Source: an optimization exercise on an open RTL-to-GDS flow (aim: small area). Production flows keep margins and buffers that such runs may drop. The RTL was checked by simulation tests, not by an equivalence proof against the original design. No activity file was given, so power comes from the tool's default toggle rates.

[design/flow/constraint.sdc]
create_clock -name core_clock -period 20.0 [get_ports {Clk}]
set_input_delay 4.0000 -clock core_clock [delete_from_list [all_inputs] [get_ports {Clk}]]
set_output_delay 4.0000 -clock core_clock [all_outputs]
set_load 0.01 [all_outputs]
[design/flow/run.sh]
#!/bin/bash
# synth_recipe.tcl (not shown) runs the flow's synth.tcl, then flattens the netlist and writes it again
# the make line also repeats each setting of config.mk as NAME=value (left out here)
make -C /OpenROAD-flow-scripts/flow DESIGN_CONFIG=/design/flow/config.mk WORK_HOME=/design/flow/orfs CLKGATE_MAP_FILE= SYNTH_SCRIPT=/design/flow/synth_recipe.tcl finish
[design/flow/design.v]
module memGame_Top(Clk, Rst, game_b, p1_b, p1_inputNum, seqDisp, p1Disp, pointDisp, r_LED, g_LED);
  input Clk, Rst, game_b, p1_b;
  input [3:0] p1_inputNum;
  output [17:0] r_LED;
  output [3:0] g_LED;
  output [6:0] seqDisp, p1Disp, pointDisp;
  localparam [3:0] S_Init = 4'd0, S_Init0 = 4'd1, S_GetNum = 4'd2, S_Shift = 4'd3,
                   S_Stage1 = 4'd4, S_Mod = 4'd5, S_Generate = 4'd6, S_Add = 4'd7,
                   S_WaitForPush = 4'd8, S_InputSeq = 4'd9, S_Verify = 4'd10;
  localparam [31:0] C1 = 32'b01110010100111010100101001011110;
  localparam [31:0] C2 = 32'b01101111001100100001100011001011;
  localparam [31:0] C3 = 32'b10101001010010110111000010011110;
  localparam [31:0] C4 = 32'b01100100001100011001001101111011;
  reg gw, gp, pw, pp;
  always @(posedge Clk) begin
    gw <= Rst & ~game_b & ~gp;
    gp <= Rst & gw & game_b;
    pw <= Rst & ~p1_b & ~pp;
    pp <= Rst & pw & p1_b;
  end
  wire gameButton = gp;
  wire pButton = pp;
  reg [3:0] randNum;
  always @(posedge Clk)
    if (!Rst) randNum <= 4'd0;
    else if (!game_b) randNum <= randNum + 4'd1;
  reg [3:0] State;
  reg [4:0] points;
  reg [3:0] inputCt;
  reg [4:0] num2display;
  reg [3:0] p1n;
  reg [3:0] prev;
  reg [3:0] rsv;
  reg [1:0] src;
  reg [5:0] sh;
  reg [3:0] kled;
  reg rA, rB;
  reg [3:0] g;
  reg [27:0] trace;
  reg alive, neg;
  wire inDisp = (State == S_Stage1) | (State == S_Mod) | (State == S_Generate) |
                (State == S_Add) | (State == S_WaitForPush);
  reg [5:0] tcnt;
  always @(posedge Clk)
    if (!inDisp) tcnt <= 6'd0;
    else if (tcnt == 6'd42) tcnt <= 6'd3;
    else tcnt <= tcnt + 6'd1;
  wire pulse = (tcnt == 6'd42);
  wire [3:0] level = (points < 5'd15) ? points[3:0] + 4'd1 : 4'd15;
  wire [8:0] pc = {points, inputCt};
  wire [3:0] prodTerm =
    (pc == 9'd24 || pc == 9'd123 || pc == 9'd216) ? 4'd2 :
    (pc == 9'd17 || pc == 9'd119 || pc == 9'd209) ? 4'd3 :
    (pc == 9'd25 || pc == 9'd35 || pc == 9'd40 || pc == 9'd45 || pc == 9'd52 || pc == 9'd57 || pc == 9'd62 || pc == 9'd100 || pc == 9'd105 || pc == 9'd110 || pc == 9'd115 || pc == 9'd132 || pc == 9'd137 || pc == 9'd142 || pc == 9'd180 || pc == 9'd185 || pc == 9'd190 || pc == 9'd195 || pc == 9'd200 || pc == 9'd205 || pc == 9'd217) ? 4'd4 :
    (pc == 9'd18 || pc == 9'd126 || pc == 9'd210) ? 4'd5 :
    (pc == 9'd26 || pc == 9'd65 || pc == 9'd68 || pc == 9'd71 || pc == 9'd74 || pc == 9'd77 || pc == 9'd122 || pc == 9'd161 || pc == 9'd164 || pc == 9'd167 || pc == 9'd170 || pc == 9'd173 || pc == 9'd218) ? 4'd6 :
    (pc == 9'd19 || pc == 9'd33 || pc == 9'd38 || pc == 9'd43 || pc == 9'd51 || pc == 9'd56 || pc == 9'd61 || pc == 9'd99 || pc == 9'd104 || pc == 9'd109 || pc == 9'd118 || pc == 9'd131 || pc == 9'd136 || pc == 9'd141 || pc == 9'd179 || pc == 9'd184 || pc == 9'd189 || pc == 9'd193 || pc == 9'd198 || pc == 9'd203 || pc == 9'd211) ? 4'd7 :
    (pc == 9'd27 || pc == 9'd114 || pc == 9'd219) ? 4'd8 :
    (pc == 9'd20 || pc == 9'd125 || pc == 9'd212) ? 4'd9 :
    (pc == 9'd28 || pc == 9'd36 || pc == 9'd41 || pc == 9'd46 || pc == 9'd50 || pc == 9'd55 || pc == 9'd60 || pc == 9'd98 || pc == 9'd103 || pc == 9'd108 || pc == 9'd121 || pc == 9'd130 || pc == 9'd135 || pc == 9'd140 || pc == 9'd178 || pc == 9'd183 || pc == 9'd188 || pc == 9'd196 || pc == 9'd201 || pc == 9'd206 || pc == 9'd220) ? 4'd10 :
    (pc == 9'd21 || pc == 9'd66 || pc == 9'd69 || pc == 9'd72 || pc == 9'd75 || pc == 9'd78 || pc == 9'd117 || pc == 9'd162 || pc == 9'd165 || pc == 9'd168 || pc == 9'd171 || pc == 9'd174 || pc == 9'd213) ? 4'd11 :
    (pc == 9'd29 || pc == 9'd113 || pc == 9'd221) ? 4'd12 :
    (pc == 9'd22 || pc == 9'd34 || pc == 9'd39 || pc == 9'd44 || pc == 9'd49 || pc == 9'd54 || pc == 9'd59 || pc == 9'd97 || pc == 9'd102 || pc == 9'd107 || pc == 9'd124 || pc == 9'd129 || pc == 9'd134 || pc == 9'd139 || pc == 9'd177 || pc == 9'd182 || pc == 9'd187 || pc == 9'd194 || pc == 9'd199 || pc == 9'd204 || pc == 9'd214) ? 4'd13 :
    (pc == 9'd30 || pc == 9'd120 || pc == 9'd222) ? 4'd14 :
    (pc == 9'd23 || pc == 9'd116 || pc == 9'd215) ? 4'd15 :
    4'd1;
  wire [31:0] cur = (src == 2'd0) ? C1 : (src == 2'd1) ? C2 : (src == 2'd2) ? C3 : C4;
  wire isZero = sh[5] | (&sh[4:0] & (src != 2'd2));
  reg [1:0] src1;
  reg [5:0] sh1;
  always @* begin
    src1 = src; sh1 = sh;
    if (isZero) begin
      if (src == 2'd0 && !rsv[3]) begin src1 = 2'd1; sh1 = {rsv[2:0], 2'b00}; end
      else if (src == 2'd1 && !rsv[3]) begin src1 = 2'd2; sh1 = {rsv[2:0], 2'b00}; end
      else if (src == 2'd2 && rsv[3:2] == 2'b00) begin src1 = 2'd3; sh1 = {rsv[1:0], 3'b000}; end
    end
  end
  wire [31:0] cur1 = (src1 == 2'd0) ? C1 : (src1 == 2'd1) ? C2 : (src1 == 2'd2) ? C3 : C4;
  wire [34:0] curX = {3'b000, cur1};
  reg [3:0] nib;
  integer j;
  always @* begin
    nib = 4'd0;
    for (j = 0; j < 32; j = j + 1)
      if (sh1 == j) nib = curX[j +: 4];
  end
  wire [4:0] digit = (nib == prev) ? {1'b0, nib} + {1'b0, level} :
                     (nib == 4'd0) ? {1'b0, prodTerm} : {1'b0, nib};
  wire [1:0] cLive = (randNum == 4'd1 || randNum == 4'd4 || randNum == 4'd7 || randNum == 4'd10 || randNum == 4'd13) ? 2'd1 :
                    (randNum == 4'd2 || randNum == 4'd5 || randNum == 4'd8 || randNum == 4'd11 || randNum == 4'd14) ? 2'd2 : 2'd0;
  reg [1:0] cRec;
  always @* begin
    cRec = 2'd0;
    for (j = 0; j < 14; j = j + 1)
      if (inputCt == j + 2) cRec = trace[2*j +: 2];
  end
  wire replay = (State == S_InputSeq);
  wire [1:0] c = replay ? cRec : cLive;
  wire [5:0] shNext = sh1[5] ? sh1 : sh1 + {4'd0, c} + 6'd1;
  function [5:0] shStart(input [3:0] r);
    shStart = (r[3:2] != 2'b00) ? 6'd32 : (r[1:0] == 2'd0) ? 6'd0 : (r[1:0] == 2'd1) ? 6'd10 : (r[1:0] == 2'd2) ? 6'd20 : 6'd30;
  endfunction
  wire [5:0] shInit = shStart(randNum);
  wire [5:0] shInitR = shStart(rsv);
  wire realStep = (inputCt <= kled);
  wire [4:0] n = realStep ? digit : 5'd0;
  wire [6:0] u = {2'b00, n} + (neg ? 7'd0 : 7'd16) - {3'b000, p1_inputNum};
  always @(posedge Clk) begin
    p1n <= p1_inputNum;
    if (!Rst) begin
      State <= S_Init;
      points <= 5'd0;
      num2display <= 5'b10000;
      kled <= 4'd0;
      rA <= 1'b0; rB <= 1'b1;
      g <= 4'b0000;
    end else begin
      case (State)
        S_Init0: begin
          if (gameButton) State <= S_GetNum; else State <= S_Init;
        end
        S_Init: begin
          inputCt <= level;
          if (gameButton) State <= S_GetNum;
        end
        S_GetNum: begin
          if (randNum != 4'd0) State <= S_Shift;
        end
        S_Shift: begin
          rsv <= randNum;
          src <= 2'd0;
          sh <= shInit;
          prev <= 4'd0;
          kled <= 4'd0; rA <= 1'b0; rB <= 1'b0;
          g <= 4'b0000;
          State <= S_Stage1;
        end
        S_Stage1: begin
          if (inputCt == 4'd0) State <= S_WaitForPush;
          else if (pulse) begin
            kled <= kled + 4'd1;
            State <= S_Mod;
          end
        end
        S_Mod: begin
          num2display <= {1'b0, nib};
          State <= S_Generate;
        end
        S_Generate: begin
          num2display <= digit;
          prev <= digit[3:0];
          src <= src1;
          sh <= shNext;
          if (inputCt != 4'd1) trace <= {trace[25:0], cLive};
          inputCt <= inputCt - 4'd1;
          State <= S_Add;
        end
        S_Add: State <= S_Stage1;
        S_WaitForPush: begin
          if (pulse) begin
            num2display <= 5'b10000;
            g <= 4'b0001;
            inputCt <= level;
            src <= 2'd0;
            sh <= shInitR;
            prev <= 4'd0;
            alive <= (kled <= level);
            neg <= 1'b0;
            State <= S_InputSeq;
          end
        end
        S_InputSeq: begin
          if (inputCt == 4'd0) State <= S_Verify;
          else if (pButton) begin
            g <= (g == 4'b1111) ? 4'b0001 : {g[2:0], 1'b1};
            inputCt <= inputCt - 4'd1;
            if (realStep) begin
              prev <= digit[3:0];
              src <= src1;
              sh <= shNext;
            end
            alive <= alive & ((u == 7'd16) | (u == 7'd15));
            neg <= (u == 7'd15);
          end
        end
        S_Verify: begin
          inputCt <= level;
          kled <= 4'd0;
          if (alive & ~neg) begin
            g <= 4'b1111; rA <= 1'b0; rB <= 1'b0;
            points <= points + 5'd1;
          end else begin
            g <= 4'b0000; rA <= 1'b1; rB <= 1'b1;
            points <= points - 5'd1;
          end
          State <= S_Init0;
        end
        default: State <= S_Init;
      endcase
    end
  end
  wire [15:0] thermX = ~(16'hffff << kled);
  wire [14:0] therm = thermX[14:0];
  assign r_LED[14:0] = therm | {rB, rA, rB, rA, rB, rA, rB, rA, rB, rA, rB, rA, rB, rA, rB};
  assign r_LED[15] = rA;
  assign r_LED[16] = rB;
  assign r_LED[17] = rA;
  assign g_LED = g;
  wire showP = (State == S_InputSeq) | (State == S_Verify);
  sevenSegDecoder disp_Sequence(num2display, seqDisp);
  sevenSegDecoder disp_p1({~showP, showP ? p1n : 4'd0}, p1Disp);
  sevenSegDecoder disp_points(points, pointDisp);
endmodule
module sevenSegDecoder(decoder_in, decoder_out);
  input [4:0] decoder_in;
  output [6:0] decoder_out;
  assign decoder_out =
    (decoder_in == 5'd0) ? 7'b1000000 :
    (decoder_in == 5'd1) ? 7'b1111001 :
    (decoder_in == 5'd2) ? 7'b0100100 :
    (decoder_in == 5'd3) ? 7'b0110000 :
    (decoder_in == 5'd4) ? 7'b0011001 :
    (decoder_in == 5'd5) ? 7'b0010010 :
    (decoder_in == 5'd6) ? 7'b0000010 :
    (decoder_in == 5'd7) ? 7'b1111000 :
    (decoder_in == 5'd8) ? 7'b0000000 :
    (decoder_in == 5'd9) ? 7'b0011000 :
    (decoder_in == 5'd10) ? 7'b0100000 :
    (decoder_in == 5'd11) ? 7'b0000011 :
    (decoder_in == 5'd12) ? 7'b0100111 :
    (decoder_in == 5'd13) ? 7'b0100001 :
    (decoder_in == 5'd14) ? 7'b0000110 :
    (decoder_in == 5'd15) ? 7'b0001110 :
    7'b1111111;
endmodule
[design/flow/config.mk]
export PLATFORM = sky130hd
export DESIGN_NAME = memGame_Top
export DESIGN_NICKNAME = memGame_Top
export VERILOG_FILES = /design/flow/design.v
export SDC_FILE = /design/flow/constraint.sdc
export NUM_CORES = 4
export LEC_CHECK = 0
export ABC_AREA = 1
export CAP_MARGIN = 20
export CORE_MARGIN = 2
export CORE_UTILIZATION = 40
export SLEW_MARGIN = 20
==> impl_results.md, run 1 <==
- Status: timing/DRC/antenna clean
- Fin. Hold Viols: 0
- Post-synth top cells: nand2_1, inv_1, nor2_1
- CP max FO: 7
- RSZ-0062 raised after global routing: false
- Synth top area share: 18.74%
- IO buf count: 50
- Mux cell area share after synthesis: 0%
- Worst Setup Start Kind: flip-flop
- Seq/Total Area, Yosys: 29.24%
- CTS tree: done
- Chip width: between 100 and 150 um
- Overall power: 689.4 uW
- Worst path bufs/invs: 7
- Max Cap Violations: 0
- Post-CTS Repair Setup Buffers: 0
- Placer Congestion: 0.9560
- Finished Cell Area: approximately 9100 um^2
- Share of cells above drive strength 1: 4.781%
- Finished Layout Cells: approximately 1500
- Post-CTS Hold Buffers: 0
- Mapped Avg Cell Area: 6.528 um^2
- Worst hold margin: 420.6 ps
- Synth warn: 1
- First-pass GRT wire length: around 36 mm
- Die area: 21170 um^2
- P_leak: approximately 4.0 nW
- Setup Skew: roughly 12 ps
- Die height: 145.5 um
- Later-pin clock latency in the skew report: 350 ps
- CTS buffer count: 9
- Synth Area in Compound Gates: between 15 and 20%
- Max Slew Vio Count: 0
- Routed Antenna Nets: 0
- Top FF cell, synth: edfxtp_1
- Root Buffer: clkbuf_16
- Synth cell types: 52
- Total gr overflow: 0
- Via count: ~8000
- Vias in the first global route: 7443
- Xor/xnor share of the synthesized area: 0.7654%
- Most frequent cell after synthesis: nand2_1
- Ports: 51
- Post-synthesis async set-or-reset flop share: 0%
- Power per cell area: 76.15 nW/um^2
- Routed wire length: 21.11 mm
- Peak VDD IR: between 0.00006 and 0.00007 V
- Largest stage delay, worst path: 620 ps
- 1st-iter DRT viols: 665
- Drt drc: 0
- First-pass detailed-route iteration total: 7
- Mapped cell area: 8010 um^2
- #FFs+latches synth: 92
- Nets: 1329
- Layout area overhead: 13.01%
- Vias per cell: 5.222
- H-tree levels: 3
- # diodes: 0
- Worst-path clk slew: ~70 ps
- Initial antenna violation count: 0
- Resize count post-CTS: 0
- Hpwl dp: between 15 and 20 mm
- Synth Area in Simple Gates: 33.49%
- Cells after synthesis: 1227
- Final period util: about 37%
- Min-delay worst type: reg -> reg
- TNS Setup: 0 ps
- Site Rows: 51
- Setup violators final: 0
- Util after Layout: 46.36%
- Placed Instance Area: 8756 um^2
- Critical Path End Type: output pin
- Starting density of the core: 41.02%
- Final worst slack: 12650 ps
- Mapped Nets: ~1300
- Rel. slew slack: a little under 40%
- Pre-CTS worst setup slack: ~13000 ps
- Max stage delay cell, worst path: clkdlybuf4s50_1
- CTS Buffer Depth: 2
- EDFF count, synth: 50
- Largest family of logic cells by synthesized area: simple AND/OR/NAND/NOR gates
- Placed Cells incl. Taps: between 1500 and 2000
- Cell taking the most area after synthesis: edfxtp_1
- Top post-synthesis cells by area: edfxtp_1, nand2_1, dfxtp_1
- Fmax: about 140 MHz
- Worst-path cell chain: inv_1 > nor2_1 > inv_1 > nor2_1 > inv_1 > nand2_1 > inv_1 > nor2_1 > nor2_1 > inv_1 > nor2_1 > inv_1 > nor2_1 > a2111oi_0 > clkdlybuf4s50_1
- WS Path Type: reg -> out
- Synth Area in Adders: 8.091%
- Worst endpoint required time: 16000 ps
- Largest delay contributor family on the critical path: buffers and inverters
- Min Tclk post-route: around 7300 ps
- Core region area: between 15000 and 20000 um^2
- Largest net degree at the start of global routing: 29
- All-Layer GR Usage: 19.94%
- Worst slew pin tran: 920.5 ps
- Post-DR wirelength/cell: about 14 um
- Sink Count: 92
- Crit path DAT: 3350 ps
## metal layers
metal	track usage [%]	share of wire, %	wire length (um)
met4	5.000	1.7	351
met1	28.52	50	10490
met5	0	0	0
met2	31.87	44	9223
met3	2.665	4.9	1041
## cell type report
cell class / count / area [um^2]
fill: 2084 / 10470
multi-input combinational: 896 / 4745
sequential: 92 / 2342
inverter: 221 / 832.0
timing repair buffer: 51 / 508.0
tap: 265 / 331.6
clock buffer: 11 / 254.0
clock inverter: 5 / 40.04
## worst register-to-register path, delay by kind of cell (launching register included)
family	cells	cell delay [ps]
buf+inv	2	330
simple gates	29	2600
xor+xnor	1	170
fa+ha+maj	5	1930
compound gates	6	930
flops	1	460
## worst paths after layout
path / cells past startpoint / slack, ps / start / endpoint
hold / removal: 2 / 420 / gw$_DFF_P_ / gp$_DFF_P_
setup reg to reg: 43 / 13370 / src[1]$_SDFFCE_PP0P_ / alive$_DFFE_PP_
hold reg to reg: 2 / 420 / gw$_DFF_P_ / gp$_DFF_P_
setup / recovery: 15 / 12650 / State[3]$_SDFFE_PN0P_ / p1Disp[4]
## power breakdown
part           switching [mW]  leakage, nW  internal, mW  total, mW
logic                   0.184         3.02         0.102      0.286
clock network          0.0771        0.147        0.0934      0.170
registers              0.0156        0.804         0.218      0.233
## kinds of logic after synthesis
logic type / after synthesis
compound gates: 229
xor+xnor: 7
fa+ha+maj: 50
buf+inv: 239
flops: 92
simple gates: 610
## flip-flops by register name, summed over array words and instances (netlist names), 5 cells and up
name,cells
points,5
trace,28
num2display,5
sh,6
tcnt,6
## cell usage in the layout (no fill, tap or decap), types with 5 or more instances in the layout
cell	synthesis	final
ha_1	47	47
clkbuf_16	0	10
nand3_1	61	61
a31oi_1	13	13
o21ai_0	77	77
nand4_1	26	26
nor3_1	24	24
nor4_1	8	7
a21oi_1	71	71
inv_2	7	7
nor2_1	199	198
o2111ai_1	6	6
o211ai_1	17	17
nor2_2	5	6
nor2_4	5	5
o22ai_1	11	11
nand2_2	14	14
nand2_1	246	246
xor2_1	6	6
a211oi_1	11	11
clkdlybuf4s50_1	0	50
dfxtp_1	42	42
edfxtp_1	50	50
inv_1	211	211
==> inputs of run 2 (changes only) <==
==> design/flow/flow/run.sh (new file) <==
#!/bin/bash
# Own layout flow: the standard synthesis, then its combinational logic re-mapped with a
# stronger, area-oriented ABC script (flip-flops are left exactly as synthesis made them), then
# the standard layout steps, with the port buffers made with the smallest buffer cell.
set -euo pipefail
W=$(pwd)
R=$W/orfs/results/$FLOW_PLATFORM/memGame_Top/base
F=$W/flow
YOSYS=$(command -v yosys || echo "$FLOW_HOME/../tools/install/yosys/bin/yosys")
PDK=$FLOW_HOME/platforms/$FLOW_PLATFORM

# 1. standard synthesis
bash standard.sh synth > "$W/run_synth.log" 2>&1

# 2. re-map the combinational logic
cp "$R/1_2_yosys.v" "$W/1_2_yosys_standard.v"
export REOPT_LIB=$PDK/lib/sky130_fd_sc_hd__tt_025C_1v80.lib
export REOPT_DONT_USE="$(sed -n '/^export DONT_USE_CELLS/,/^$/p' "$PDK/config.mk" | grep -o 'sky130_fd_sc_hd__[a-z0-9_]*' | tr '\n' ' ')"
export REOPT_IN=$W/1_2_yosys_standard.v
export REOPT_OUT=$W/1_2_yosys_reopt.v
export REOPT_ABC=$F/area.abc
"$YOSYS" -c "$F/reopt.tcl" > "$W/run_reopt.log" 2>&1
cp "$REOPT_OUT" "$R/1_2_yosys.v"
rm -f "$R/1_synth.odb" "$R/1_synth.sdc"

# 3. standard layout from the re-mapped netlist
export BUFFER_PORTS_ARGS="-buffer_cell sky130_fd_sc_hd__buf_1"
bash standard.sh > "$W/run_layout.log" 2>&1
==> design/flow/flow/area.abc (new file) <==
strash
&get -n
&deepsyn -T 30
&put
dch -f
amap
topo
==> design/flow/flow/reopt.tcl (new file) <==
# Re-map the combinational logic of the standard synthesis netlist with a stronger ABC script.
# Flip-flops stay as they are: same instances, names and cell types.
yosys -import
set lib $::env(REOPT_LIB)
set dont_use {}
foreach c $::env(REOPT_DONT_USE) { lappend dont_use -dont_use $c }
read_liberty -overwrite -setattr liberty_cell -ignore_miss_func $lib
read_verilog $::env(REOPT_IN)
hierarchy -top memGame_Top
blackbox sky130_fd_sc_hd__*df* sky130_fd_sc_hd__*dl* sky130_fd_sc_hd__conb_*
flatten
opt_clean -purge
tee -o $::env(REOPT_OUT).before.txt stat
abc -script $::env(REOPT_ABC) -liberty $lib {*}$dont_use
read_liberty -lib -overwrite $lib
opt_clean -purge
setundef -zero
splitnets
opt_clean -purge
hilomap -singleton -hicell sky130_fd_sc_hd__conb_1 HI -locell sky130_fd_sc_hd__conb_1 LO
insbuf -buf sky130_fd_sc_hd__buf_1 A X
tee -o $::env(REOPT_OUT).stat.txt stat -liberty $lib
check -assert -mapped
write_verilog -noattr -nohex -nodec $::env(REOPT_OUT)
==> design/flow/standard.sh (new file) <==
#!/bin/bash
# synth_recipe.tcl (not shown) runs the flow's synth.tcl, then flattens the netlist and writes it again
# the make line also repeats each setting of config.mk as NAME=value (left out here)
make -C /OpenROAD-flow-scripts/flow DESIGN_CONFIG=/design/flow/config.mk WORK_HOME=/design/flow/orfs CLKGATE_MAP_FILE= SYNTH_SCRIPT=/design/flow/synth_recipe.tcl "${@:-finish}"
removed: design/flow/run.sh
==> run 2 against run 1 <==
Against the previous run:
- still clean on timing, DRC and antenna
- via count is 25% lower
- critical path depth rose by 13
- register-to-register slack got worse by 1100 ps
- non-clock buffer count increased by 1
- clock-buffer cell count shrank 2
- synthesized cell count is 33% lower
- flip-flop and latch count unchanged
- maximum frequency decreased by 4.4%
- global-route usage increased by 1.4 points
- critical endpoint is now alive$_DFFE_PP_
- largest cell class unchanged
==> impl_results.md, run 2 <==
- Status: timing/DRC/antenna clean
- Fmax: 130.1 MHz (-4.4%)
- Final period util: 38.43% (+1.7 points)
- FILL cells: 1508 (-28%)
- CTS tree: done
- Vias per cell: 5.881 (+13%)
- R2R Path End: alive$_DFFE_PP_
- Worst R2R Setup Slack: 12310 ps (-1060 ps)
- Biggest regs: trace x28, sh x6, tcnt x6
- Max reg flops: 28 (unchanged)
- Starting density of the core: 41.08% (+0.059 points)
- Chip width: 126.2 um (-13%)
- Post-CTS Hold Buffers: 0 (unchanged)
- Final worst slack: 12310 ps (-338.8 ps)
- Hold Path Depth: 1 (-1)
- Critical Path End Type: flip-flop
- Power per cell area: 64.61 nW/um^2 (-15%)
- Drt drc: 0 (unchanged)
- Routed Antenna Nets: 0 (unchanged)
- Mapped Nets: 832 (-35%)
- Worst path bufs/invs: 4 (-3)
- Die height: 126.2 um (-13%)
- Placer Congestion: 0.9915 (+3.7%)
- TNS Setup: 0 ps (unchanged)
- Mapped Avg Cell Area: 7.246 um^2 (+11%)
- Commonest cells after routing, fill and taps aside: nor2_1, clkinv_1, o21ai_0
- Total gr overflow: 0 (unchanged)
- Mapped cell area: 5971 um^2 (-25%)
- Fin. Hold Viols: 0 (unchanged)
- Die area: 15920 um^2 (-25%)
- Layout area overhead: 9.828%
- All-Layer GR Usage: 21.32% (+1.4 points)
- CTS buffer count: 9 (unchanged)
- Commonest non-fill, non-tap cell in the layout: nor2_1
- # diodes: 0 (unchanged)
- First-pass GRT wire length: 27.80 mm (-22%)
- Max Slew Vio Count: 0 (unchanged)
- Crit path DAT: 7860 ps (+4510 ps)
- Via count: 6069 (-25%)
- Max stage delay cell, worst path: o32ai_1
- First-pass detailed-route iteration total: 5 (-2)
- Routed wire length: 16.98 mm (-20%)
- FF-to-FF Start: src[0]$_SDFFCE_PP0P_
- Initial antenna violation count: 0 (unchanged)
- Largest stage delay, worst path: 640 ps (+20 ps)
- Largest delay contributor family on the critical path: compound AO/OA/AOI/OAI gates
- Worst Setup Start Kind: flip-flop
- Share of cells above drive strength 1: 2.241% (-2.5 points)
- Finished Cell Area: 6558 um^2 (-28%)
- Rel. slew slack: 43.99% (+5.6 points)
- WS Path Type: reg -> reg
- Peak VDD IR: 0.00005121 V (-25%)
- Largest net degree at the start of global routing: 27 (-6.9%)
- H-tree levels: 3 (unchanged)
- Max Cap Violations: 0 (unchanged)
- RSZ-0062 raised after global routing: false
- IO buf count: 50 (unchanged)
- 1st-iter DRT viols: 844 (+27%)
- Sink Count: 92 (unchanged)
- Vias in the first global route: 5531 (-26%)
- CP max FO: 11 (+4)
- Later-pin clock latency in the skew report: 350 ps (about the same)
- R2R depth: 28 (-35%)
- Min-delay worst type: reg -> reg
- Pre-CTS worst setup slack: 12580 ps (-498.4 ps)
- P_leak: 2.111 nW (-47%)
- Resize count post-CTS: 0 (unchanged)
- Setup Skew: 7.495 ps (-4.115 ps)
- Setup violators final: 0 (unchanged)
- Top reg by flops: trace
- Worst-path clk slew: 70 ps (about the same)
- Post-CTS Repair Setup Buffers: 0 (unchanged)
- Hpwl dp: 13.08 mm (-21%)
- Root Buffer: clkbuf_16
- Hold Path Sink: pw$_DFF_P_
- Overall power: 423.7 uW (-39%)
- Ports: 51 (unchanged)
- Hold Startpoint: pp$_DFF_P_
- Site Rows: 44 (-14%)
- Placed Instance Area: 6236 um^2 (-29%)
- Synth warn: 1 (unchanged)
- Post-DR wirelength/cell: 16.45 um (+20%)
- Cells after synthesis: 824 (-33%)
- Min Tclk post-route: 7685 ps (+338.8 ps)
- Nets: 851 (-36%)
- Worst endpoint required time: 20180 ps (+4180 ps)
- CTS Buffer Depth: 2 (unchanged)
- Worst slew pin tran: 831.4 ps (-89.06 ps)
- Core region area: 14530 um^2 (-26%)
[run 2: report_power, final]
group | switching (mW) | internal [mW] | total (mW)
clock | 0.0755 | 0.110 | 0.186
sequential | 0.00310 | 0.200 | 0.203
combinational | 0.0236 | 0.0109 | 0.0345
total | 0.102 | 0.321 | 0.424
[run 2: how the worst max path moves through the flow]
stage | start | end | slack [ps] | cells after the start
floorplan | points[0]$_SDFFE_PN0P_ | pointDisp[1] | 13850 | 12
global placement | src[0]$_SDFFCE_PP0P_ | alive$_DFFE_PP_ | 12490 | 29
detailed placement | src[0]$_SDFFCE_PP0P_ | alive$_DFFE_PP_ | 12580 | 28
CTS | sh[0]$_DFFE_PP_ | alive$_DFFE_PP_ | 12520 | 30
global route | sh[0]$_DFFE_PP_ | alive$_DFFE_PP_ | 11540 | 31
finish | src[0]$_SDFFCE_PP0P_ | alive$_DFFE_PP_ | 12310 | 28
[run 2: worst register-to-register path, delay by kind of cell, from the launching register on]
kind | cells | cell delay [ps]
DFF | 1 | 560
and+or+nand+nor | 8 | 2280
AOI/OAI and AO/OA | 16 | 3880
buffers and inverters | 4 | 810
[run 2: layer usage]
metal	up-vias	track usage [%]	wire length, um
li1	2964	-	-
met1	2789	29.45	7733
met2	267	33.55	7706
met3	49	3.781	1102
met4	0	7.822	433
met5	-	0	0
[run 2: cell type report]
type,instances,area [um^2],area share (%)
inverters,112,420.4,6.411
flip-flops and latches,92,2342,35.72
repair buffers,52,202.7,3.091
well taps,184,230.2,3.511
clock inverters,7,96.34,1.469
clock buffers,9,225.2,3.434
multi-input cells,576,3040,46.37
[run 2: through the flow]
step	instances	utilization (%)	hold slack, ps
global route	1032	45.12	453.5
CTS	1032	45.12	435.1
finish	1032	45.12	431.7
floorplan	824	-	391.4
global placement	1016	42.91	418.7
detailed placement	1016	42.91	424.5
==> inputs of run 3 (changes only) <==
--- a/design/flow/design.v
+++ b/design/flow/design.v
@@ -27,7 +27,7 @@
   reg [3:0] State;
   reg [4:0] points;
   reg [3:0] inputCt;
-  reg [4:0] num2display;
+  reg d4;             
   reg [3:0] p1n;
   reg [3:0] prev;
   reg [3:0] rsv;
@@ -35,7 +35,7 @@
   reg [5:0] sh;
   reg [3:0] kled;
   reg rA, rB;
-  reg [3:0] g;
+  reg ga, gb, gx;     
   reg [27:0] trace;
   reg alive, neg;
   wire inDisp = (State == S_Stage1) | (State == S_Mod) | (State == S_Generate) |
@@ -89,12 +89,7 @@
                      (nib == 4'd0) ? {1'b0, prodTerm} : {1'b0, nib};
   wire [1:0] cLive = (randNum == 4'd1 || randNum == 4'd4 || randNum == 4'd7 || randNum == 4'd10 || randNum == 4'd13) ? 2'd1 :
                     (randNum == 4'd2 || randNum == 4'd5 || randNum == 4'd8 || randNum == 4'd11 || randNum == 4'd14) ? 2'd2 : 2'd0;
-  reg [1:0] cRec;
-  always @* begin
-    cRec = 2'd0;
-    for (j = 0; j < 14; j = j + 1)
-      if (inputCt == j + 2) cRec = trace[2*j +: 2];
-  end
+  wire [1:0] cRec = trace[27:26];
   wire replay = (State == S_InputSeq);
   wire [1:0] c = replay ? cRec : cLive;
   wire [5:0] shNext = sh1[5] ? sh1 : sh1 + {4'd0, c} + 6'd1;
@@ -111,10 +106,9 @@
     if (!Rst) begin
       State <= S_Init;
       points <= 5'd0;
-      num2display <= 5'b10000;
       kled <= 4'd0;
       rA <= 1'b0; rB <= 1'b1;
-      g <= 4'b0000;
+      ga <= 1'b0; gb <= 1'b0; gx <= 1'b0;
     end else begin
       case (State)
         S_Init0: begin
@@ -133,22 +127,24 @@
           sh <= shInit;
           prev <= 4'd0;
           kled <= 4'd0; rA <= 1'b0; rB <= 1'b0;
-          g <= 4'b0000;
+          ga <= 1'b0; gb <= 1'b0; gx <= 1'b0;
           State <= S_Stage1;
         end
         S_Stage1: begin
-          if (inputCt == 4'd0) State <= S_WaitForPush;
+          if (inputCt == 4'd0) begin
+            inputCt <= ~kled;    
+            State <= S_WaitForPush;
+          end
           else if (pulse) begin
             kled <= kled + 4'd1;
             State <= S_Mod;
           end
         end
         S_Mod: begin
-          num2display <= {1'b0, nib};
           State <= S_Generate;
         end
         S_Generate: begin
-          num2display <= digit;
+          d4 <= digit[4];
           prev <= digit[3:0];
           src <= src1;
           sh <= shNext;
@@ -158,9 +154,12 @@
         end
         S_Add: State <= S_Stage1;
         S_WaitForPush: begin
+          if (!pulse && inputCt != 4'd0) begin
+            trace <= {trace[25:0], cLive};
+            inputCt <= inputCt - 4'd1;
+          end
           if (pulse) begin
-            num2display <= 5'b10000;
-            g <= 4'b0001;
+            ga <= 1'b1; gb <= 1'b0; gx <= 1'b0;
             inputCt <= level;
             src <= 2'd0;
             sh <= shInitR;
@@ -173,9 +172,10 @@
         S_InputSeq: begin
           if (inputCt == 4'd0) State <= S_Verify;
           else if (pButton) begin
-            g <= (g == 4'b1111) ? 4'b0001 : {g[2:0], 1'b1};
+            {gb, gx} <= {gb, gx} + 2'd1;
             inputCt <= inputCt - 4'd1;
             if (realStep) begin
+              trace <= {trace[25:0], cLive};
               prev <= digit[3:0];
               src <= src1;
               sh <= shNext;
@@ -188,10 +188,10 @@
           inputCt <= level;
           kled <= 4'd0;
           if (alive & ~neg) begin
-            g <= 4'b1111; rA <= 1'b0; rB <= 1'b0;
+            ga <= 1'b1; gb <= 1'b1; gx <= 1'b1; rA <= 1'b0; rB <= 1'b0;
             points <= points + 5'd1;
           end else begin
-            g <= 4'b0000; rA <= 1'b1; rB <= 1'b1;
+            ga <= 1'b0; gb <= 1'b0; gx <= 1'b0; rA <= 1'b1; rB <= 1'b1;
             points <= points - 5'd1;
           end
           State <= S_Init0;
@@ -206,8 +206,11 @@
   assign r_LED[15] = rA;
   assign r_LED[16] = rB;
   assign r_LED[17] = rA;
-  assign g_LED = g;
+  assign g_LED = {gb & gx, gb, gb | gx, ga};
   wire showP = (State == S_InputSeq) | (State == S_Verify);
+  wire showDig = ((State == S_Stage1) | (State == S_Add) | (State == S_WaitForPush)) & (kled != 4'd0) |
+                 (State == S_Mod) & (kled[3:1] != 3'd0);
+  wire [4:0] num2display = (State == S_Generate) ? {1'b0, nib} : showDig ? {d4, prev} : 5'b10000;
   sevenSegDecoder disp_Sequence(num2display, seqDisp);
   sevenSegDecoder disp_p1({~showP, showP ? p1n : 4'd0}, p1Disp);
   sevenSegDecoder disp_points(points, pointDisp);
--- a/design/flow/flow/reopt.tcl
+++ b/design/flow/flow/reopt.tcl
@@ -9,6 +9,8 @@
 hierarchy -top memGame_Top
 blackbox sky130_fd_sc_hd__*df* sky130_fd_sc_hd__*dl* sky130_fd_sc_hd__conb_*
 flatten
+# wires that flattening the library cells created are internal
+yosys rename -hide w:_*_.*
 opt_clean -purge
 tee -o $::env(REOPT_OUT).before.txt stat
 abc -script $::env(REOPT_ABC) -liberty $lib {*}$dont_use
--- a/design/flow/config.mk
+++ b/design/flow/config.mk
@@ -9,4 +9,5 @@
 export CAP_MARGIN = 20
 export CORE_MARGIN = 2
 export CORE_UTILIZATION = 40
+export CTS_BUF_LIST = sky130_fd_sc_hd__clkbuf_4 sky130_fd_sc_hd__clkbuf_8
 export SLEW_MARGIN = 20
==> run 3 against run 2 <==
Against the previous run:
- worst hold slack got worse by 11 ps
- sequential share of layout area is 0.48 points higher
- non-clock buffer count increased by 3
- critical path depth decreased by 1
- synthesized cell count fell by 6.8%
- worst setup slack worse by 2900 ps
- critical path type is now reg -> out
==> impl_results.md, run 3 <==
- Status: timing/DRC/antenna clean
- Root Buffer: clkbuf_8
- Rel. slew slack: 31.86% (-12 points)
- Commonest non-fill, non-tap cell in the layout: nor2_1
- Resize count post-CTS: 0 (unchanged)
- Post-CTS Repair Setup Buffers: 0 (unchanged)
- Mapped Avg Cell Area: 7.281 um^2 (+0.48%)
- Min Tclk post-route: 10540 ps (+2853 ps)
- Multi-input gate area: 2925 um^2 (-3.8%)
- 1st-iter DRT viols: 678 (-20%)
- Setup Skew: 12.48 ps (+4.981 ps)
- Top reg by flops: trace
- Commonest cells after routing, fill and taps aside: nor2_1, clkinv_1, o21ai_0
- Vias per cell: 5.839 (-0.71%)
- RSZ-0062 raised after global routing: false
- Mapped Nets: 776 (-6.7%)
- Critical Path End Type: output pin
- Layout area overhead: 11.26%
- Later-pin clock latency in the skew report: 370 ps (+20 ps)
- First-pass detailed-route iteration total: 5 (unchanged)
- Worst hold margin: 420.9 ps (-10.82 ps)
- Power per cell area: 112.1 nW/um^2 (+73%)
- Max Slew Vio Count: 0 (unchanged)
- Core region area: 13770 um^2 (-5.2%)
- Worst-path clk slew: 100 ps (+30 ps)
- Drt drc: 0 (unchanged)
- Placer Congestion: 0.9949 (+0.34%)
- First-pass GRT wire length: 27.41 mm (-1.4%)
- Biggest regs: trace x28, sh x6, tcnt x6
- Max Cap Violations: 0 (unchanged)
- Cells after synthesis: 768 (-6.8%)
- Register area: 2252 um^2 (-3.8%)
- CTS Buffer Depth: 2 (unchanged)
- Routed wire length: 17.28 mm (+1.8%)
- Final period util: 52.69% (+14 points)
- Peak VDD IR: 0.00006626 V (+29%)
- Fmax: 94.89 MHz (-27%)
- CTS tree: done
- Post-DR wirelength/cell: 17.04 um (+3.6%)
- IO buf count: 50 (unchanged)
- Largest net degree at the start of global routing: 29 (+7.4%)
- Synth warn: 1 (unchanged)
- Via count: 5921 (-2.4%)
- Ports: 51 (unchanged)
- Chip width: 122.2 um (-3.1%)
- Initial antenna violation count: 0 (unchanged)
- Min-delay worst type: reg -> reg
- Routed Antenna Nets: 0 (unchanged)
- Hpwl dp: 13.39 mm (+2.4%)
- Total gr overflow: 0 (unchanged)
- Setup violators final: 0 (unchanged)
- Site Rows: 43 (-2.3%)
- Starting density of the core: 40.60% (-0.48 points)
- P_leak: 2.044 nW (-3.1%)
- CTS buffer count: 9 (unchanged)
- Vias in the first global route: 5423 (-2.0%)
- Share of cells above drive strength 1: 2.638% (+0.40 points)
- Crit path DAT: 6540 ps (-1320 ps)
- TNS Setup: 0 ps (unchanged)
- Worst slew pin tran: 1022 ps (+190.6 ps)
- Max reg flops: 28 (unchanged)
- Nets: 837 (-1.6%)
- Die area: 14940 um^2 (-6.2%)
- # diodes: 0 (unchanged)
- All-Layer GR Usage: 23.41% (+2.1 points)
- Worst Setup Start Kind: flip-flop
- Die height: 122.2 um (-3.1%)
- Mapped cell area: 5592 um^2 (-6.3%)
- Fin. Hold Viols: 0 (unchanged)
- Sink Count: 87 (-5.4%)
- Post-CTS Hold Buffers: 0 (unchanged)
- CP max FO: 12 (+1)
- FILL cells: 1417 (-6.0%)
- WS Path Type: reg -> out
- Worst endpoint required time: 16000 ps (-4180 ps)
- H-tree levels: 3 (unchanged)
-- run 3: path summary, 6_finish.rpt --
path | start | to | slack [ps] | depth (start not counted)
min | gp$_DFF_P_ | gw$_DFF_P_ | 420 | 1
max reg2reg | sh[1]$_DFFE_PP_ | alive$_DFFE_PP_ | 12410 | 31
max | sh[1]$_DFFE_PP_ | seqDisp[0] | 9460 | 27
min reg2reg | gp$_DFF_P_ | gw$_DFF_P_ | 420 | 1
-- run 3: area by class of cell --
cell class                 instances  share of cell area [%]
multi-input combinational        570                   47.02
sequential                        87                   36.20
inverter                         106                   6.396
timing repair buffer              55                   3.620
tap                              180                   3.620
clock buffer                       9                   1.991
clock inverter                     7                   1.146
-- run 3: per-layer routing --
metal / GRT usage (%) / wire length [um] / part of all wire (%)
met2: 34.17 / 7450 / 43
met4: 12.00 / 691 / 4.0
met3: 3.764 / 1284 / 7.4
met5: 0 / 0 / 0
met1: 33.41 / 7852 / 45
-- run 3: critical path: stages (launching register included) --
cell      delay (ps)
edfxtp_1         410
and4_1           190
nand3_1           90
a21oi_1          230
clkinv_1         110
nor2_1           360
clkinv_1         230
o22ai_1          540
clkinv_1         460
nor2_1           370
clkinv_1         280
o22ai_1          320
nor2_1           120
o32a_1           190
o21ai_0          130
nor3_1           100
nor4_1           190
nor3_1            80
nand2_1          140
clkinv_1         140
o22ai_1          340
or2_0            250
nor2_1            70
a211oi_1         220
o21ai_0          180
a21oi_1          170
o21ai_0          100
buf_1            140
-- run 3: metrics by stage --
stage	cell area [um^2]	setup WS [ps]	instances	util (%)	power [mW]
floorplan	5592	11160	768	-	0.4779
global placement	6026	10490	998	43.75	0.5690
detailed placement	6026	10150	998	43.75	0.5670
CTS	6221	9717	1014	45.17	0.6907
global route	6221	8948	1014	45.17	0.7448
finish	6221	9462	1014	45.17	0.6971
-- run 3: power by group --
part           internal (mW)  switching, mW  leakage [nW]  total [mW]
combinational         0.0935          0.227          1.18       0.320
sequential             0.230         0.0242         0.761       0.254
clock                 0.0495         0.0729         0.102       0.122
total                  0.373          0.324          2.04       0.697
==> inputs of run 4 (changes only) <==
--- a/design/flow/config.mk
+++ b/design/flow/config.mk
@@ -9,5 +9,4 @@
 export CAP_MARGIN = 20
 export CORE_MARGIN = 2
 export CORE_UTILIZATION = 40
-export CTS_BUF_LIST = sky130_fd_sc_hd__clkbuf_4 sky130_fd_sc_hd__clkbuf_8
 export SLEW_MARGIN = 20
==> run 4 against run 3 <==
Against the previous run:
- clock power grew 36%
- non-clock buffer count is the same
- synthesized cell count is the same
- final area grew 1.6%
- maximum frequency grew 0.92%
- worst setup slack gained 96 ps
- combinational power is essentially flat
==> impl_results.md, run 4 <==
- Post-CTS Repair Setup Buffers: 0 (unchanged)
- Rel. slew slack: 33.05% (+1.2 points)
- Site Rows: 43 (unchanged)
- Routed Antenna Nets: 0 (unchanged)
- Worst-path clk slew: 70 ps (-30 ps)
- Routed wire length: 17.22 mm (-0.36%)
- # diodes: 0 (unchanged)
- Biggest regs: trace x28, sh x6, tcnt x6
- Ports: 51 (unchanged)
- Setup violators final: 0 (unchanged)
- Peak VDD IR: 0.00008799 V (+33%)
- Worst endpoint required time: 16000 ps (about the same)
- Final period util: 52.21% (-0.48 points)
- Mapped Avg Cell Area: 7.281 um^2 (unchanged)
- Vias in the first global route: 5395 (-0.52%)
- Synth warn: 1 (unchanged)
- First-pass detailed-route iteration total: 5 (unchanged)
- Starting density of the core: 40.60% (unchanged)
- Post-DR wirelength/cell: 16.98 um (-0.36%)
- H-tree levels: 3 (unchanged)
- WS Path Type: reg -> out
- First-pass GRT wire length: 27.39 mm (about the same)
- IO buf count: 50 (unchanged)
- Min Tclk post-route: 10440 ps (-95.71 ps)
- Placer Congestion: 0.9949 (unchanged)
- Status: timing/DRC/antenna clean
- Largest net degree at the start of global routing: 29 (unchanged)
- Max reg flops: 28 (unchanged)
- CP max FO: 12 (unchanged)
- Chip width: 122.2 um (unchanged)
- Die area: 14940 um^2 (unchanged)
- Setup Skew: 11.56 ps (-0.9179 ps)
- P_leak: 2.091 nW (+2.3%)
- Drt drc: 0 (unchanged)
- Nets: 837 (unchanged)
- Worst slew pin tran: 993.8 ps (-28.22 ps)
- Max Cap Violations: 0 (unchanged)
- Vias per cell: 5.845 (+0.10%)
- TNS Setup: 0 ps (unchanged)
- Mapped cell area: 5592 um^2 (unchanged)
- Max Slew Vio Count: 0 (unchanged)
- Resize count post-CTS: 0 (unchanged)
- Util after Layout: 45.90% (+0.74 points)
- Cells after synthesis: 768 (unchanged)
- Overall power: 741.6 uW (+6.4%)
- Via count: 5927 (+0.10%)
- Fmax: 95.76 MHz (+0.92%)
- Placed Instance Area: 6026 um^2 (unchanged)
- 1st-iter DRT viols: 720 (+6.2%)
- Power per cell area: 117.3 nW/um^2 (+4.7%)
- Top reg by flops: trace
- Root Buffer: clkbuf_16
- Sink Count: 87 (unchanged)
- RSZ-0062 raised after global routing: false
- All-Layer GR Usage: 23.40% (about the same)
- Hpwl dp: 13.39 mm (unchanged)
- Worst Setup Start Kind: flip-flop
- Initial antenna violation count: 0 (unchanged)
- Post-CTS Hold Buffers: 0 (unchanged)
- Fin. Hold Viols: 0 (unchanged)
- Commonest non-fill, non-tap cell in the layout: nor2_1
- Finished Cell Area: 6322 um^2 (+1.6%)
- Min-delay worst type: reg -> reg
- Core region area: 13770 um^2 (unchanged)
- Share of cells above drive strength 1: 2.638% (unchanged)
- Die height: 122.2 um (unchanged)
- Commonest cells after routing, fill and taps aside: nor2_1, clkinv_1, o21ai_0
- Mapped Nets: 776 (unchanged)
- Total gr overflow: 0 (unchanged)
- CTS buffer count: 9 (unchanged)
- CTS Buffer Depth: 2 (unchanged)
- Later-pin clock latency in the skew report: 350 ps (-20 ps)
- CTS tree: done
- Layout area overhead: 13.07%
- Crit path DAT: 6440 ps (-100 ps)
- Critical Path End Type: output pin
## run 4: per-stage QoR
| step | setup WS (ps) | cells | hold WS (ps) |
|---|---|---|---|
| after floorplan | 11160 | 768 | 391.1 |
| after global placement | 10490 | 998 | 400.1 |
| after detailed placement | 10150 | 998 | 406.3 |
| after CTS | 9756 | 1014 | 420.2 |
| after global routing | 8990 | 1014 | 430.4 |
| final | 9558 | 1014 | 415.9 |
## run 4: worst paths after layout
kind | start | to | slack (ps) | depth (start not counted)
min reg2reg | trace[16]$_DFFE_PP_ | trace[18]$_DFFE_PP_ | 420 | 0
min | trace[16]$_DFFE_PP_ | trace[18]$_DFFE_PP_ | 420 | 0
max | sh[1]$_DFFE_PP_ | seqDisp[0] | 9560 | 27
max reg2reg | sh[1]$_DFFE_PP_ | alive$_DFFE_PP_ | 12480 | 31
## run 4: critical path, stage by stage, from the launching register on
cell	delay (ps)
edfxtp_1	400
and4_1	190
nand3_1	90
a21oi_1	220
clkinv_1	110
nor2_1	350
clkinv_1	230
o22ai_1	530
clkinv_1	450
nor2_1	360
clkinv_1	270
o22ai_1	320
nor2_1	120
o32a_1	190
o21ai_0	130
nor3_1	100
nor4_1	190
nor3_1	80
nand2_1	140
clkinv_1	150
o22ai_1	340
or2_0	250
nor2_1	70
a211oi_1	220
o21ai_0	180
a21oi_1	170
o21ai_0	100
buf_1	140
## run 4: where the power goes
| part | switching (mW) | internal (mW) |
|---|---|---|
| clock | 0.0773 | 0.0886 |
| sequential | 0.0241 | 0.231 |
| combinational | 0.228 | 0.0935 |
## run 4: routing by layer
metal	GRT usage [%]	wire, um	vias up
li1	-	-	2887
met1	33.26	7934	2724
met2	34.41	7504	268
met3	3.903	1198	48
met4	11.57	579	0
met5	0	0	-
## run 4: layout make-up
type,instances,area (um^2)
clock buffer,9,225.2
clock inverter,7,71.32
fill,1413,7451
inverter,106,397.9
multi-input combinational,570,2925
sequential,87,2252
tap,180,225.2
timing repair buffer,55,225.2
==> inputs of run 5 (changes only) <==
--- a/design/flow/design.v
+++ b/design/flow/design.v
@@ -41,29 +41,24 @@
   wire inDisp = (State == S_Stage1) | (State == S_Mod) | (State == S_Generate) |
                 (State == S_Add) | (State == S_WaitForPush);
   reg [5:0] tcnt;
+  wire pulse = (tcnt == 6'd41);
   always @(posedge Clk)
     if (!inDisp) tcnt <= 6'd0;
-    else if (tcnt == 6'd42) tcnt <= 6'd3;
-    else tcnt <= tcnt + 6'd1;
-  wire pulse = (tcnt == 6'd42);
+    else if (pulse) tcnt <= 6'd7;
+    else tcnt <= {tcnt[4:0], ~(tcnt[5] ^ tcnt[4])};
   wire [3:0] level = (points < 5'd15) ? points[3:0] + 4'd1 : 4'd15;
-  wire [8:0] pc = {points, inputCt};
-  wire [3:0] prodTerm =
-    (pc == 9'd24 || pc == 9'd123 || pc == 9'd216) ? 4'd2 :
-    (pc == 9'd17 || pc == 9'd119 || pc == 9'd209) ? 4'd3 :
-    (pc == 9'd25 || pc == 9'd35 || pc == 9'd40 || pc == 9'd45 || pc == 9'd52 || pc == 9'd57 || pc == 9'd62 || pc == 9'd100 || pc == 9'd105 || pc == 9'd110 || pc == 9'd115 || pc == 9'd132 || pc == 9'd137 || pc == 9'd142 || pc == 9'd180 || pc == 9'd185 || pc == 9'd190 || pc == 9'd195 || pc == 9'd200 || pc == 9'd205 || pc == 9'd217) ? 4'd4 :
-    (pc == 9'd18 || pc == 9'd126 || pc == 9'd210) ? 4'd5 :
-    (pc == 9'd26 || pc == 9'd65 || pc == 9'd68 || pc == 9'd71 || pc == 9'd74 || pc == 9'd77 || pc == 9'd122 || pc == 9'd161 || pc == 9'd164 || pc == 9'd167 || pc == 9'd170 || pc == 9'd173 || pc == 9'd218) ? 4'd6 :
-    (pc == 9'd19 || pc == 9'd33 || pc == 9'd38 || pc == 9'd43 || pc == 9'd51 || pc == 9'd56 || pc == 9'd61 || pc == 9'd99 || pc == 9'd104 || pc == 9'd109 || pc == 9'd118 || pc == 9'd131 || pc == 9'd136 || pc == 9'd141 || pc == 9'd179 || pc == 9'd184 || pc == 9'd189 || pc == 9'd193 || pc == 9'd198 || pc == 9'd203 || pc == 9'd211) ? 4'd7 :
-    (pc == 9'd27 || pc == 9'd114 || pc == 9'd219) ? 4'd8 :
-    (pc == 9'd20 || pc == 9'd125 || pc == 9'd212) ? 4'd9 :
-    (pc == 9'd28 || pc == 9'd36 || pc == 9'd41 || pc == 9'd46 || pc == 9'd50 || pc == 9'd55 || pc == 9'd60 || pc == 9'd98 || pc == 9'd103 || pc == 9'd108 || pc == 9'd121 || pc == 9'd130 || pc == 9'd135 || pc == 9'd140 || pc == 9'd178 || pc == 9'd183 || pc == 9'd188 || pc == 9'd196 || pc == 9'd201 || pc == 9'd206 || pc == 9'd220) ? 4'd10 :
-    (pc == 9'd21 || pc == 9'd66 || pc == 9'd69 || pc == 9'd72 || pc == 9'd75 || pc == 9'd78 || pc == 9'd117 || pc == 9'd162 || pc == 9'd165 || pc == 9'd168 || pc == 9'd171 || pc == 9'd174 || pc == 9'd213) ? 4'd11 :
-    (pc == 9'd29 || pc == 9'd113 || pc == 9'd221) ? 4'd12 :
-    (pc == 9'd22 || pc == 9'd34 || pc == 9'd39 || pc == 9'd44 || pc == 9'd49 || pc == 9'd54 || pc == 9'd59 || pc == 9'd97 || pc == 9'd102 || pc == 9'd107 || pc == 9'd124 || pc == 9'd129 || pc == 9'd134 || pc == 9'd139 || pc == 9'd177 || pc == 9'd182 || pc == 9'd187 || pc == 9'd194 || pc == 9'd199 || pc == 9'd204 || pc == 9'd214) ? 4'd13 :
-    (pc == 9'd30 || pc == 9'd120 || pc == 9'd222) ? 4'd14 :
-    (pc == 9'd23 || pc == 9'd116 || pc == 9'd215) ? 4'd15 :
-    4'd1;
+  wire big = points[4] | (&points[3:0]);
+  wire [3:0] ptl = points[3:0];
+  wire p1m3 = (ptl == 4'd1) | (ptl == 4'd4) | (ptl == 4'd7) | (ptl == 4'd10) | (ptl == 4'd13);
+  wire [1:0] k5 = ((ptl == 4'd1) | (ptl == 4'd3) | (ptl == 4'd6) | (ptl == 4'd8) | (ptl == 4'd11) | (ptl == 4'd13)) ? 2'd2 :
+                  ((ptl == 4'd2) | (ptl == 4'd7) | (ptl == 4'd12)) ? 2'd1 : 2'd0;
+  wire [1:0] c3 = inputCt % 3;
+  wire [2:0] c5 = inputCt % 5;
+  wire [1:0] x3 = (!p1m3 || big) ? 2'd0 : (c3 == 2'd1) ? 2'd2 : (c3 == 2'd2) ? 2'd1 : 2'd0;
+  wire [3:0] m5 = (k5 == 2'd2) ? {c5, 1'b0} : (k5 == 2'd1) ? {1'b0, c5} : 4'd0;
+  wire [2:0] x5 = big ? 3'd0 : (m5 >= 4'd5) ? m5 - 4'd5 : m5[2:0];
+  wire [4:0] x15 = (10 * x3 + 6 * x5) % 15;
+  wire [3:0] prodTerm = x15[3:0] + 4'd1;
   wire [31:0] cur = (src == 2'd0) ? C1 : (src == 2'd1) ? C2 : (src == 2'd2) ? C3 : C4;
   wire isZero = sh[5] | (&sh[4:0] & (src != 2'd2));
   reg [1:0] src1;
@@ -76,15 +71,14 @@
       else if (src == 2'd2 && rsv[3:2] == 2'b00) begin src1 = 2'd3; sh1 = {rsv[1:0], 3'b000}; end
     end
   end
-  wire [31:0] cur1 = (src1 == 2'd0) ? C1 : (src1 == 2'd1) ? C2 : (src1 == 2'd2) ? C3 : C4;
-  wire [34:0] curX = {3'b000, cur1};
-  reg [3:0] nib;
-  integer j;
-  always @* begin
-    nib = 4'd0;
-    for (j = 0; j < 32; j = j + 1)
-      if (sh1 == j) nib = curX[j +: 4];
-  end
+  localparam [127:0] CALL = {C4, C3, C2, C1};
+  wire [2:0] q = sh1[4:2];
+  wire [3:0] nA = CALL >> {src1, q, 2'b00};
+  wire [127:0] nBx = (q == 3'd7) ? 128'd0 : (CALL >> {src1, q + 3'd1, 2'b00});
+  wire [6:0] nW = {nBx[2:0], nA};
+  wire [3:0] nibS = (sh1[1:0] == 2'd0) ? nW[3:0] : (sh1[1:0] == 2'd1) ? nW[4:1] :
+                    (sh1[1:0] == 2'd2) ? nW[5:2] : nW[6:3];
+  wire [3:0] nib = sh1[5] ? 4'd0 : nibS;
   wire [4:0] digit = (nib == prev) ? {1'b0, nib} + {1'b0, level} :
                      (nib == 4'd0) ? {1'b0, prodTerm} : {1'b0, nib};
   wire [1:0] cLive = (randNum == 4'd1 || randNum == 4'd4 || randNum == 4'd7 || randNum == 4'd10 || randNum == 4'd13) ? 2'd1 :
--- a/design/flow/flow/run.sh
+++ b/design/flow/flow/run.sh
@@ -25,4 +25,5 @@
 
 # 3. standard layout from the re-mapped netlist
 export BUFFER_PORTS_ARGS="-buffer_cell sky130_fd_sc_hd__buf_1"
+export CTS_ARGS="-sink_clustering_enable -repair_clock_nets -buf_list {sky130_fd_sc_hd__clkbuf_4 sky130_fd_sc_hd__clkbuf_8} -dont_use_dummy_load"
 bash standard.sh > "$W/run_layout.log" 2>&1
==> design/flow/flow/area.abc (replaced) <==
strash
&get -n
&deepsyn -T 60
&put
dch -f
amap
topo
--- a/design/flow/config.mk
+++ b/design/flow/config.mk
@@ -9,4 +9,5 @@
 export CAP_MARGIN = 20
 export CORE_MARGIN = 2
 export CORE_UTILIZATION = 40
+export CTS_BUF_LIST = sky130_fd_sc_hd__clkbuf_4 sky130_fd_sc_hd__clkbuf_8
 export SLEW_MARGIN = 20
==> run 5 against run 4 <==
Against the previous run:
- maximum frequency down 1.9%
- sequential power is 24% lower
- critical endpoint is now seqDisp[6]
- first-iteration DRC count down 33%
- largest cell class unchanged
- register-to-register slack improved by 30 ps
- global-route usage is 3.0 points lower
- power decreased by 58%
- final cell count is 10% lower
==> impl_results.md, run 5 <==
- Max reg flops: 28 (unchanged)
- Min-delay worst type: reg -> reg
- Mapped Nets: 690 (-11%)
- Max stage delay cell, worst path: o22ai_1
- Met2 global-route usage: 31.25% (-3.2 points)
- Routed Antenna Nets: 0 (unchanged)
- All-Layer GR Usage: 20.36% (-3.0 points)
- Starting density of the core: 40.92% (+0.32 points)
- Ports: 51 (unchanged)
- Met1 Track Usage GR: 28.56% (-4.7 points)
- Post-DR wirelength/cell: 15.59 um (-8.1%)
- Vias per cell: 5.743 (-1.7%)
- Later-pin clock latency in the skew report: 380 ps (+30 ps)
- Worst setup startpoint: sh[4]$_DFFE_PP_
- First-pass GRT wire length: 23.09 mm (-16%)
- Commonest non-fill, non-tap cell in the layout: nor2_1
- Logic gate share of total power: 6.6% (-37 points)
- Sink Count: 87 (unchanged)
- Hpwl dp: 10.93 mm (-18%)
- Max Cap Violations: 0 (unchanged)
- Switching share of power: 23.30% (-21 points)
- Vias in the first global route: 4779 (-11%)
- CTS tree: done
- Reg power frac: 62.3% (+28 points)
- Pint: 237.5 uW (-42%)
- Worst endpoint required time: 16000 ps (about the same)
- Drt drc: 0 (unchanged)
- R2R Path End: alive$_DFFE_PP_
- TNS Setup: 0 ps (unchanged)
- Worst R2R Setup Slack: 12510 ps (+30 ps)
- First-pass detailed-route iteration total: 5 (unchanged)
- Nets: 749 (-11%)
- RSZ-0062 raised after global routing: false
- Peak VDD IR: 0.00004894 V (-44%)
- Largest delay contributor family on the critical path: compound AO/OA/AOI/OAI gates
- Rel. slew slack: 34.03% (+0.98 points)
- Total gr overflow: 0 (unchanged)
- Synth warn: 1 (unchanged)
- Resize count post-CTS: 0 (unchanged)
- Largest stage delay, worst path: 610 ps (+80 ps)
- CP max FO: 9 (-3)
- Status: timing/DRC/antenna clean
- Initial antenna violation count: 0 (unchanged)
- CTS buffer count: 9 (unchanged)
- Biggest regs: trace x28, sh x6, tcnt x6
- GRT Max-Usage Layer: met2
- Chip width: 117.6 um (-3.8%)
- Routed wire length: 14.21 mm (-17%)
- Die area: 13830 um^2 (-7.4%)
- FILL cells: 1351 (-4.4%)
- Post-CTS Hold Buffers: 0 (unchanged)
- CTS Buffer Depth: 2 (unchanged)
- Worst path bufs/invs: 7 (+1)
- FF-to-FF Start: sh[4]$_DFFE_PP_
- Root Buffer: clkbuf_8
- Share of cells above drive strength 1: 1.759% (-0.88 points)
- Critical Path Most Common Cell: clkinv_1
- Worst slew pin tran: 977.2 ps (-16.65 ps)
- Via count: 5232 (-12%)
- Critical Path End Type: output pin
- Critical path depth: 26 (-3.7%)
- Setup violators final: 0 (unchanged)
- Switching power: 72.13 uW (-78%)
- Fin. Hold Viols: 0 (unchanged)
- Placer Congestion: 0.9781 (-1.7%)
- Crit path capture: seqDisp[6]
- Site Rows: 41 (-4.7%)
- Power per cell area: 54.31 nW/um^2 (-54%)
- Worst Setup Start Kind: flip-flop
- Core region area: 12620 um^2 (-8.4%)
- Overall power: 309.6 uW (-58%)
- R2R depth: 33 (+6.5%)
- Clock power frac: 31.1% (+8.7 points)
- Post-CTS Repair Setup Buffers: 0 (unchanged)
- Setup Skew: 37.37 ps (+25.81 ps)
- H-tree levels: 3 (unchanged)
- Met3 Usage GRT: 4.845% (+0.94 points)
- IO buf count: 50 (unchanged)
- Mapped Avg Cell Area: 7.571 um^2 (+4.0%)
- Fmax: 93.96 MHz (-1.9%)
- Min Tclk post-route: 10640 ps (+200.2 ps)
- Top reg by flops: trace
- Largest net degree at the start of global routing: 29 (unchanged)
- P_leak: 1.861 nW (-11%)
- Die height: 117.6 um (-3.8%)
- 1st-iter DRT viols: 480 (-33%)
- Crit path DAT: 6640 ps (+200 ps)
- Max Slew Vio Count: 0 (unchanged)
- WS Path Type: reg -> out
- Layout area overhead: 10.40%
- # diodes: 0 (unchanged)
- Mapped cell area: 5164 um^2 (-7.7%)
- Worst-path clk slew: 100 ps (+30 ps)
- Final period util: 53.21% (+1.0 points)
- Commonest cells after routing, fill and taps aside: nor2_1, clkinv_1, edfxtp_1
- Cells after synthesis: 682 (-11%)
run 5: stage by stage:
step | instances | instance area [um^2] | hold WS, ps | setup slack, ps | utilization, %
after floorplan | 682 | 5164 | 391.7 | 11120 | -
after global placement | 902 | 5575 | 406.4 | 10300 | 44.18
after detailed placement | 902 | 5575 | 405.2 | 9931 | 44.18
after CTS | 911 | 5699 | 404.0 | 9471 | 45.16
after global routing | 911 | 5700 | 414.7 | 8694 | 45.17
final | 911 | 5700 | 401.3 | 9357 | 45.17
run 5: final cells by class:
| cell class | count | area (um^2) | area share (%) |
|---|---|---|---|
| clock buffer | 9 | 123.9 | 2.173 |
| inverter | 105 | 394.1 | 6.914 |
| multi-input combinational | 485 | 2505 | 43.94 |
| sequential | 87 | 2252 | 39.51 |
| tap | 172 | 215.2 | 3.775 |
| timing repair buffer | 53 | 210.2 | 3.687 |
run 5: worst min-delay path by stage:
| stage | startpoint | to | slack (ps) | depth (start not counted) |
|---|---|---|---|---|
| 3_5_place_dp | trace[8]$_DFFE_PP_ | trace[10]$_DFFE_PP_ | 410 | 0 |
| 4_1_cts | trace[13]$_DFFE_PP_ | trace[15]$_DFFE_PP_ | 400 | 0 |
| 3_3_place_gp | trace[21]$_DFFE_PP_ | trace[23]$_DFFE_PP_ | 410 | 0 |
| 5_1_grt | trace[13]$_DFFE_PP_ | trace[15]$_DFFE_PP_ | 410 | 0 |
| 6_report | trace[13]$_DFFE_PP_ | trace[15]$_DFFE_PP_ | 400 | 0 |
| 2_1_floorplan | gp$_DFF_P_ | gw$_DFF_P_ | 390 | 1 |
run 5: worst register-to-register path, delay by kind of cell (launching register included):
kind | cells | cell delay [ps]
buf+inv | 6 | 1160
simple gates | 10 | 1890
flops | 1 | 440
compound gates | 17 | 3710
run 5: layer usage:
layer	wire (um)	vias up
met5	0	-
met4	174	0
met3	909	17
met2	6303	186
met1	6820	2459
li1	-	2570
run 5: power groups by stage:
stage	Clock, mW	Sequential, mW	Combinational (mW)
2_1_floorplan	0	0.196	0.0146
3_3_place_gp	0	0.197	0.0196
3_5_place_dp	0	0.197	0.0200
4_1_cts	0.101	0.193	0.0201
5_1_grt	0.107	0.193	0.0229
6_report	0.0962	0.193	0.0204
==> inputs of run 6 (changes only) <==
--- a/design/flow/flow/run.sh
+++ b/design/flow/flow/run.sh
@@ -25,5 +25,4 @@
 
 # 3. standard layout from the re-mapped netlist
 export BUFFER_PORTS_ARGS="-buffer_cell sky130_fd_sc_hd__buf_1"
-export CTS_ARGS="-sink_clustering_enable -repair_clock_nets -buf_list {sky130_fd_sc_hd__clkbuf_4 sky130_fd_sc_hd__clkbuf_8} -dont_use_dummy_load"
 bash standard.sh > "$W/run_layout.log" 2>&1
==> design/flow/flow/area.abc (replaced) <==
strash
&get -n
&deepsyn -T 30
&put
dch -f
amap
topo
==> run 6 against run 5 <==
Against the previous run:
- still clean
- register-to-register slack lost 100 ps
- flip-flop and latch count unchanged
- critical path depth shrank 5
- area after synthesis rose by 0.85%
- power increased by 7.9%
- sequential power barely moved
- final cell count up 2.2%
- clock skew down 17 ps
- clock-buffer cell count unchanged
- wire length grew 0.30%
- critical path type unchanged
- highest routed layer unchanged
==> impl_results.md, run 6 <==
- Hold Path Depth: 0 (unchanged)
- Top reg by flops: trace
- WS Path Type: reg -> out
- Crit path DAT: 6400 ps (-240 ps)
- RSZ-0062 raised after global routing: false
- Status: timing/DRC/antenna clean
- P_leak: 1.923 nW (+3.3%)
- Power per cell area: 57.29 nW/um^2 (+5.5%)
- Setup violators final: 0 (unchanged)
- Sink Count: 87 (unchanged)
- Die area: 13950 um^2 (+0.82%)
- Worst hold margin: 427.1 ps (+25.82 ps)
- Later-pin clock latency in the skew report: 390 ps (about the same)
- First-pass GRT wire length: 23.27 mm (+0.74%)
- Critical Path End Type: output pin
- Synth warn: 1 (unchanged)
- Post-CTS Repair Setup Buffers: 0 (unchanged)
- CTS buffer count: 9 (unchanged)
- Post-CTS Hold Buffers: 0 (unchanged)
- Vias per cell: 5.620 (-2.1%)
- # diodes: 0 (unchanged)
- Starting density of the core: 41.10% (+0.18 points)
- Mapped cell area: 5207 um^2 (+0.85%)
- Share of cells above drive strength 1: 2.635% (+0.88 points)
- Min Tclk post-route: 10400 ps (-239.6 ps)
- Placer Congestion: 0.8909 (-8.9%)
- IO buf count: 50 (unchanged)
- Drt drc: 0 (unchanged)
- Nets: 762 (+1.7%)
- Worst Setup Start Kind: flip-flop
- CP max FO: 8 (-1)
- Max Slew Vio Count: 0 (unchanged)
- Hold Startpoint: trace[22]$_DFFE_PP_
- First-pass detailed-route iteration total: 5 (unchanged)
- Max stage delay cell, worst path: a2111oi_0
- Fmax: 96.13 MHz (+2.3%)
- Resize count post-CTS: 0 (unchanged)
- Ports: 51 (unchanged)
- Worst slew pin tran: 958.5 ps (-18.69 ps)
- CTS tree: done
- Chip width: 118.1 um (+0.41%)
- Vias in the first global route: 4720 (-1.2%)
- Via count: 5232 (unchanged)
- TNS Setup: 0 ps (unchanged)
- Root Buffer: clkbuf_8
- Worst-path clk slew: 100 ps (about the same)
- Routed Antenna Nets: 0 (unchanged)
- Hold Path Sink: trace[24]$_DFFE_PP_
- Largest net degree at the start of global routing: 29 (unchanged)
run 6: changes by cell type in the layout (fill, tap and decap cells not counted), moves of 4 or more:
cell,delta
a21oi_1,-5
clkinv_1,+7
o22ai_1,-7
o21a_1,+4
nand2_1,+4
o221ai_1,-4
nor2_1,+5
a2111oi_0,+4
clkinv_8,+4
o21ai_0,+9
run 6: cell type report:
type	instances	area (um^2)
Clock inverter	7	91.34
Tap cell	172	215.2
Multi-Input combinational cell	491	2522
Sequential cell	87	2252
Timing Repair Buffer	53	207.7
Clock buffer	9	123.9
Fill cell	1284	6838
Inverter	112	420.4
run 6: per-layer routing:
| layer | vias to the layer above | global-route usage, % | share of wire, % |
|---|---|---|---|
| met5 | - | 0 | 0 |
| met4 | 0 | 5.497 | 1.2 |
| met3 | 17 | 4.457 | 6.8 |
| met2 | 209 | 31.86 | 45 |
| met1 | 2416 | 28.82 | 47 |
| li1 | 2590 | - | - |
run 6: through the flow:
| step | worst slack, ps | area [um^2] | cells | total power, mW | util, % |
|---|---|---|---|---|---|
| 2_1_floorplan | 11300 | 5207 | 695 | 0.2067 | - |
| 3_3_place_gp | 10500 | 5613 | 914 | 0.2114 | 44.30 |
| 3_5_place_dp | 10190 | 5613 | 914 | 0.2120 | 44.30 |
| 4_1_cts | 9708 | 5828 | 930 | 0.3396 | 46.00 |
| 5_1_grt | 8981 | 5833 | 931 | 0.3479 | 46.04 |
| 6_report | 9597 | 5833 | 931 | 0.3342 | 46.04 |
run 6: worst max path at each step:
stage | start | to
global route | sh[0]$_DFFE_PP_ | seqDisp[6]
detailed placement | sh[0]$_DFFE_PP_ | seqDisp[0]
finish | sh[0]$_DFFE_PP_ | seqDisp[0]
floorplan | sh[0]$_DFFE_PP_ | seqDisp[0]
CTS | sh[0]$_DFFE_PP_ | seqDisp[0]
global placement | sh[0]$_DFFE_PP_ | seqDisp[0]
run 6: power by group:
group          leakage (nW)  switching, mW  internal (mW)  total (mW)
registers             0.759        0.00213          0.190       0.192
logic                  1.06         0.0114        0.00521      0.0166
clock network         0.105         0.0758         0.0501       0.126
total                  1.92         0.0894          0.245       0.334

Setup slack of run 6, layout unchanged: 9.597 ns with ideal ports, 9.560 ns with driving cells assumed (clock clkbuf_16, inputs buf_2), 9.974 ns with port delays also shifted by the 0.413 ns mid clock arrival.
